This design comes from an exercise in tuning for small area and a short achievable clock period on the open sky130 flow, not from production work. At most, simulation tests tie the RTL to the original design; equivalence was not proved.

Setup of v6:
// nn
module nn #(parameter SIZE = 32) (
    input [SIZE-1:0] input_1,
    input [SIZE-1:0] input_2,
    input clk,
    input resetn,
    input enable,
    output [SIZE-1:0] final_output,
    output reg total_ovf,
    output reg total_zero,
    output [2:0] ovf_fsm_stage,
    output [2:0] zero_fsm_stage
);
For scale: roughly 890 cells after synthesis, ~110 flip-flops, about 110 I/O pins.
Settings: LEC_CHECK=0, CAP_MARGIN=20, CORE_MARGIN=2, CORE_UTILIZATION=40, SLEW_MARGIN=20, SYNTH_HIERARCHICAL=1; clock period 21.0 ns.
standard.sh (not shown) runs the stock make flow with config.mk's settings and CLKGATE_MAP_FILE= SYNTH_SCRIPT=/design/flow/synth_recipe.tcl, a recipe that flattens the netlist after the stock synthesis.
==> flow/flow/run.sh <==
#!/bin/bash
# Standard ORFS layout (the standard.sh), with two changes to how it is made:
#  - port buffers are sky130_fd_sc_hd__buf_2 instead of the resizer's default pick
#    (a slow delay buffer), so the input and output paths are not padded;
#  - timing repair aims at a setup margin below the clock period, so paths are
#    repaired toward the period the design can reach rather than only to 21 ns.
# Synthesis is the standard one, unchanged. Each tool's log stays under orfs/logs.
set -euo pipefail
bash standard.sh synth > make_synth.log 2>&1
export BUFFER_PORTS_ARGS="-buffer_cell sky130_fd_sc_hd__buf_2"
export SETUP_SLACK_MARGIN=15.5
bash standard.sh > make_layout.log 2>&1
Setup changes, v6 to v7
-- flow/flow/run.sh --
<<< v6, line 11
export SETUP_SLACK_MARGIN=15.5
>>> v7, line 11
export SETUP_SLACK_MARGIN=15.8
## What came out
The post-detailed-routing wire length in v7 sits about 4.6% above the value recorded for v6.
Clock-buffer cell count on v7 is up relative to v6.
On setup slack of the worst register-to-register path, v6 loses to v7.
For the minimum period implied by the final worst setup slack, v7 came in 23 ps lower than v6 did.
No run of this note included a check of the RTL's function; only the layout flow was run.

---

Setup of red:
Another version of the RTL of nn (not shown whole).
For scale: about 840 cells after synthesis, ~110 flip-flops, ~110 I/O pins.
clock: 21.0 ns
lec_check: 0
cap_margin: 20
core_margin: 2
core_utilization: 40
slew_margin: 20
synth_hierarchical: 1
==> flow/flow/run.sh <==
#!/bin/bash
# Standard ORFS layout (the standard.sh), with two changes to how it is made:
#  - port buffers are sky130_fd_sc_hd__buf_2 instead of the resizer's default pick
#    (a slow delay buffer), so the input and output paths are not padded;
#  - timing repair aims at a setup margin below the clock period, so paths are
#    repaired toward the period the design can reach rather than only to 21 ns.
# Synthesis is the standard one, unchanged. Each tool's log stays under orfs/logs.
set -euo pipefail
bash standard.sh synth > make_synth.log 2>&1
export BUFFER_PORTS_ARGS="-buffer_cell sky130_fd_sc_hd__buf_2"
export SETUP_SLACK_MARGIN=15.5
bash standard.sh > make_layout.log 2>&1
Edits applied to the flow inputs when going from red to blue:
# red
export LEC_CHECK = 0
export CAP_MARGIN = 20
export CORE_MARGIN = 2
export CORE_UTILIZATION = 40
export SLEW_MARGIN = 20
export SYNTH_HIERARCHICAL = 1
create_clock -name core_clock -period 21.0 [get_ports {clk}]
# blue
export LEC_CHECK = 0
export CAP_MARGIN = 20
export CORE_MARGIN = 2
export CORE_UTILIZATION = 40
export SLEW_MARGIN = 20
create_clock -name core_clock -period 21.0 [get_ports {clk}]
Results
blue: done, clean on timing, DRC and antenna
Number of instances resized during post-cts repair down 32% in blue wrt red
Going from red to blue, worst hold margin shrinks by 0.0034 ns.
Per the comparison of blue with red, critical path depth increased by 1 relative to the old numbers, count of non-CTS inverters in the layout picked up an extra 140%, synthesized-area fraction occupied by ao, oa, aoi and oai cells shows a reduction of 2.1 points.
blue vs red — non-clock buffer area fraction after layout dropped 3.0 points.
Final cell area: blue below red
No functional check of the RTL was part of any run of this note.

---

build 29:
Another version of the RTL of nn (not shown whole).
For scale: ~870 cells after synthesis, ~120 flip-flops, ~110 I/O pins.
clock: 21.0 ns
lec_check: 0
cap_margin: 20
core_margin: 2
core_utilization: 60
cts_buf_list: sky130_fd_sc_hd__clkbuf_8
cts_cluster_diameter: 100
cts_cluster_size: 40
slew_margin: 20
synth_hierarchical: 1
==> flow/flow/run.sh <==
#!/bin/bash
# Standard ORFS layout (the standard.sh), with changes to how it is made only:
#  - port buffers: buf_1 on inputs, buf_2 on outputs (flow/ports.tcl) instead of
#    the resizer's default pick (a slow delay buffer);
#  - timing repair aims at a setup margin below the clock period, so paths are
#    repaired toward the period the design can reach rather than only to 21 ns.
# Synthesis is the standard one, unchanged. Each tool's log stays under orfs/logs;
# make's own output goes to make_*.log here.
set -euo pipefail
here=$(pwd)
bash standard.sh synth > make_synth.log 2>&1
export DONT_BUFFER_PORTS=1
export PRE_GLOBAL_PLACE_TCL=$here/flow/ports.tcl
export SETUP_SLACK_MARGIN=15.85
bash standard.sh > make_layout.log 2>&1
==> flow/flow/ports.tcl <==
# Port buffers (sourced before global placement, in place of ORFS's own
# buffer_ports call): every input and output port still gets a buffer.
buffer_ports -inputs -buffer_cell sky130_fd_sc_hd__buf_1
buffer_ports -outputs -buffer_cell sky130_fd_sc_hd__buf_2
Per the final summary, build 29 finished and its layout is clean on timing, DRC and antenna.
Inputs modified between build 29 and build 82:
- CORE_UTILIZATION changed from 60 to 50
-- flow/flow/run.sh --
<<< build 29, line 14
export SETUP_SLACK_MARGIN=15.85
>>> build 82, line 14
export SETUP_SLACK_MARGIN=15.75
==> notes.md <==
Measured against each other, build 82 and build 29 differ in die area, the lower figure coming from build 29. Looking at build 82 and build 29, the relative area of non-clock buffer cells in the final design is a wash. Build 82 against build 29: number of DRC violations after detailed-routing iteration 0 fell by 11%; design area fell by about 0.33%; total number of placement rows rose by 4. Comparing build 82 with build 29, the sequential cell area share came out essentially unchanged. Of build 82 and build 29, build 29 shows the lower post-layout instance count excluding filler cells, with build 82 above it. Wire length of the first global-routing pass (lower): build 82.
Modified inputs, build 55 compared to build 82
- CTS_BUF_LIST removed (was sky130_fd_sc_hd__clkbuf_8)
- CTS_CLUSTER_DIAMETER removed (was 100)
- CORE_UTILIZATION changed from 50 to 60
- CTS_CLUSTER_SIZE removed (was 40)
==> flow/flow/run.sh <==
#!/bin/bash
# Standard ORFS layout (the standard.sh), with two changes to how it is made:
#  - port buffers are sky130_fd_sc_hd__buf_2 instead of the resizer's default pick
#    (a slow delay buffer), so the input and output paths are not padded;
#  - timing repair aims at a setup margin below the clock period, so paths are
#    repaired toward the period the design can reach rather than only to 21 ns.
# Synthesis is the standard one, unchanged. Each tool's log stays under orfs/logs.
set -euo pipefail
bash standard.sh synth > make_synth.log 2>&1
export BUFFER_PORTS_ARGS="-buffer_cell sky130_fd_sc_hd__buf_2"
export SETUP_SLACK_MARGIN=15.5
bash standard.sh > make_layout.log 2>&1
removed: flow/flow/ports.tcl
Final-layout worst hold slack delta (build 55 − build 82): favourable. Setup slack in build 55 is 0.090 ns lower than in build 82. Per the final summary, build 55 finished and its layout is clean on timing, DRC and antenna. Compared with build 82, build 55 shows final design instance area without fill that has gone up by a few percent. In the reports for build 82 and build 55, the smaller peak clock frequency supported by timing belongs to build 55. Build 55 ended up with primary input to register as its kind of critical path; build 82 ended up with register to register.
Here is what was changed in the inputs of build 68 compared with build 55.
- CTS_BUF_LIST now sky130_fd_sc_hd__clkbuf_8, previously not set
- CTS_CLUSTER_DIAMETER now 100, previously not set
- CTS_CLUSTER_SIZE now 40, previously not set
==> flow/flow/run.sh <==
#!/bin/bash
# Standard ORFS layout (the standard.sh) at the design's clock period and
# constraints, with changes to how it is made only:
#  - port buffers: every input gets a sky130_fd_sc_hd__buf_1 and every output a
#    sky130_fd_sc_hd__buf_2 (flow/ports.tcl, run before global placement in
#    place of ORFS's own buffer_ports call, whose default pick is a slow delay buffer);
#  - timing repair aims at a setup margin of 15.75 ns, so paths are repaired toward
#    the period the design can reach rather than only to 21 ns;
#  - clock tree: clkbuf_8 buffers (root and leaves) and no dummy balancing loads.
# Synthesis is the standard one, unchanged (bash standard.sh synth). Each tool's
# log stays under orfs/logs; make's own output goes to make_*.log here.
set -euo pipefail
here=$(pwd)
bash standard.sh synth > make_synth.log 2>&1
export DONT_BUFFER_PORTS=1
export PRE_GLOBAL_PLACE_TCL=$here/flow/ports.tcl
export SETUP_SLACK_MARGIN=15.75
export CTS_ARGS="-sink_clustering_enable -repair_clock_nets -sink_clustering_size 40 -sink_clustering_max_diameter 100 -buf_list sky130_fd_sc_hd__clkbuf_8 -root_buf sky130_fd_sc_hd__clkbuf_8 -dont_use_dummy_load"
bash standard.sh > make_layout.log 2>&1
==> flow/flow/ports.tcl (new file) <==
# Port buffers (sourced before global placement, in place of ORFS's own
# buffer_ports call): every input and output port still gets a buffer.
buffer_ports -inputs -buffer_cell sky130_fd_sc_hd__buf_1
buffer_ports -outputs -buffer_cell sky130_fd_sc_hd__buf_2
--- outcome ---
Placed instance area in build 68 is 500 µm² lower than in build 55. Looking at relative slew slack, build 68 sits 2.1 points above build 55. Measured against build 68, the layout net count of build 55 comes out at 1.08 times the reference value. Final critical path time including I/O delays and setup, build 55 and build 68: higher on build 55. The higher worst path buffer plus inverter count came out of build 68. [build 68] pin slew with the least headroom to its limit fell 0.031 ns relative to build 55. Post-route fraction of the period consumed by the critical path, build 55 and build 68, higher one = build 55. First-pass GRT wire length is higher on build 55.

==> what the ideal ports hide <==
In the flow no input, the clock included, has a driving cell. The finished layouts below were timed again as built, in two steps.
Step 1 (the two cells are an assumption about what drives the block):
set clk [get_ports {clk}]
set_driving_cell -lib_cell sky130_fd_sc_hd__clkbuf_16 $clk
set_driving_cell -lib_cell sky130_fd_sc_hd__buf_2 [delete_from_list [all_inputs] $clk]
Step 2, shift: input delay + t, output delay - t, t = (earliest + latest rising clock arrival at the registers) / 2. This alone moves slack from input paths to output paths.
a / b / c = ideal ports / drivers / drivers and shift; a / b = the first two.
run	t (ns)	setup WS [ns]	worst setup path after step 2	latest minus earliest clock arrival (ns)	pins driven straight from the clock port
v6	0.417	15.434 / 15.461 / 15.044	input to register	0.017 / 0.017	1
v7	0.411	15.456 / 15.458 / 15.047	input to register	0.021 / 0.021	1
red	0.472	15.113 / 15.113 / 15.085	input to register	0.014 / 0.015	1
blue	0.465	15.067 / 15.067 / 15.048	input to register	0.015 / 0.015	1
build 29	0.476	15.794 / 15.794 / 15.381	input to register	0.029 / 0.028	1
build 82	0.487	15.662 / 15.662 / 15.336	input to register	0.023 / 0.023	1
build 55	0.467	15.572 / 15.594 / 15.127	input to register	0.019 / 0.018	1
build 68	0.465	15.821 / 15.789 / 15.384	input to register	0.035 / 0.036	1
After both steps every run listed still meets setup and hold. The setup slack of build 55, which loses most, moves by +0.022 ns with the drivers and by -0.445 ns with both steps.
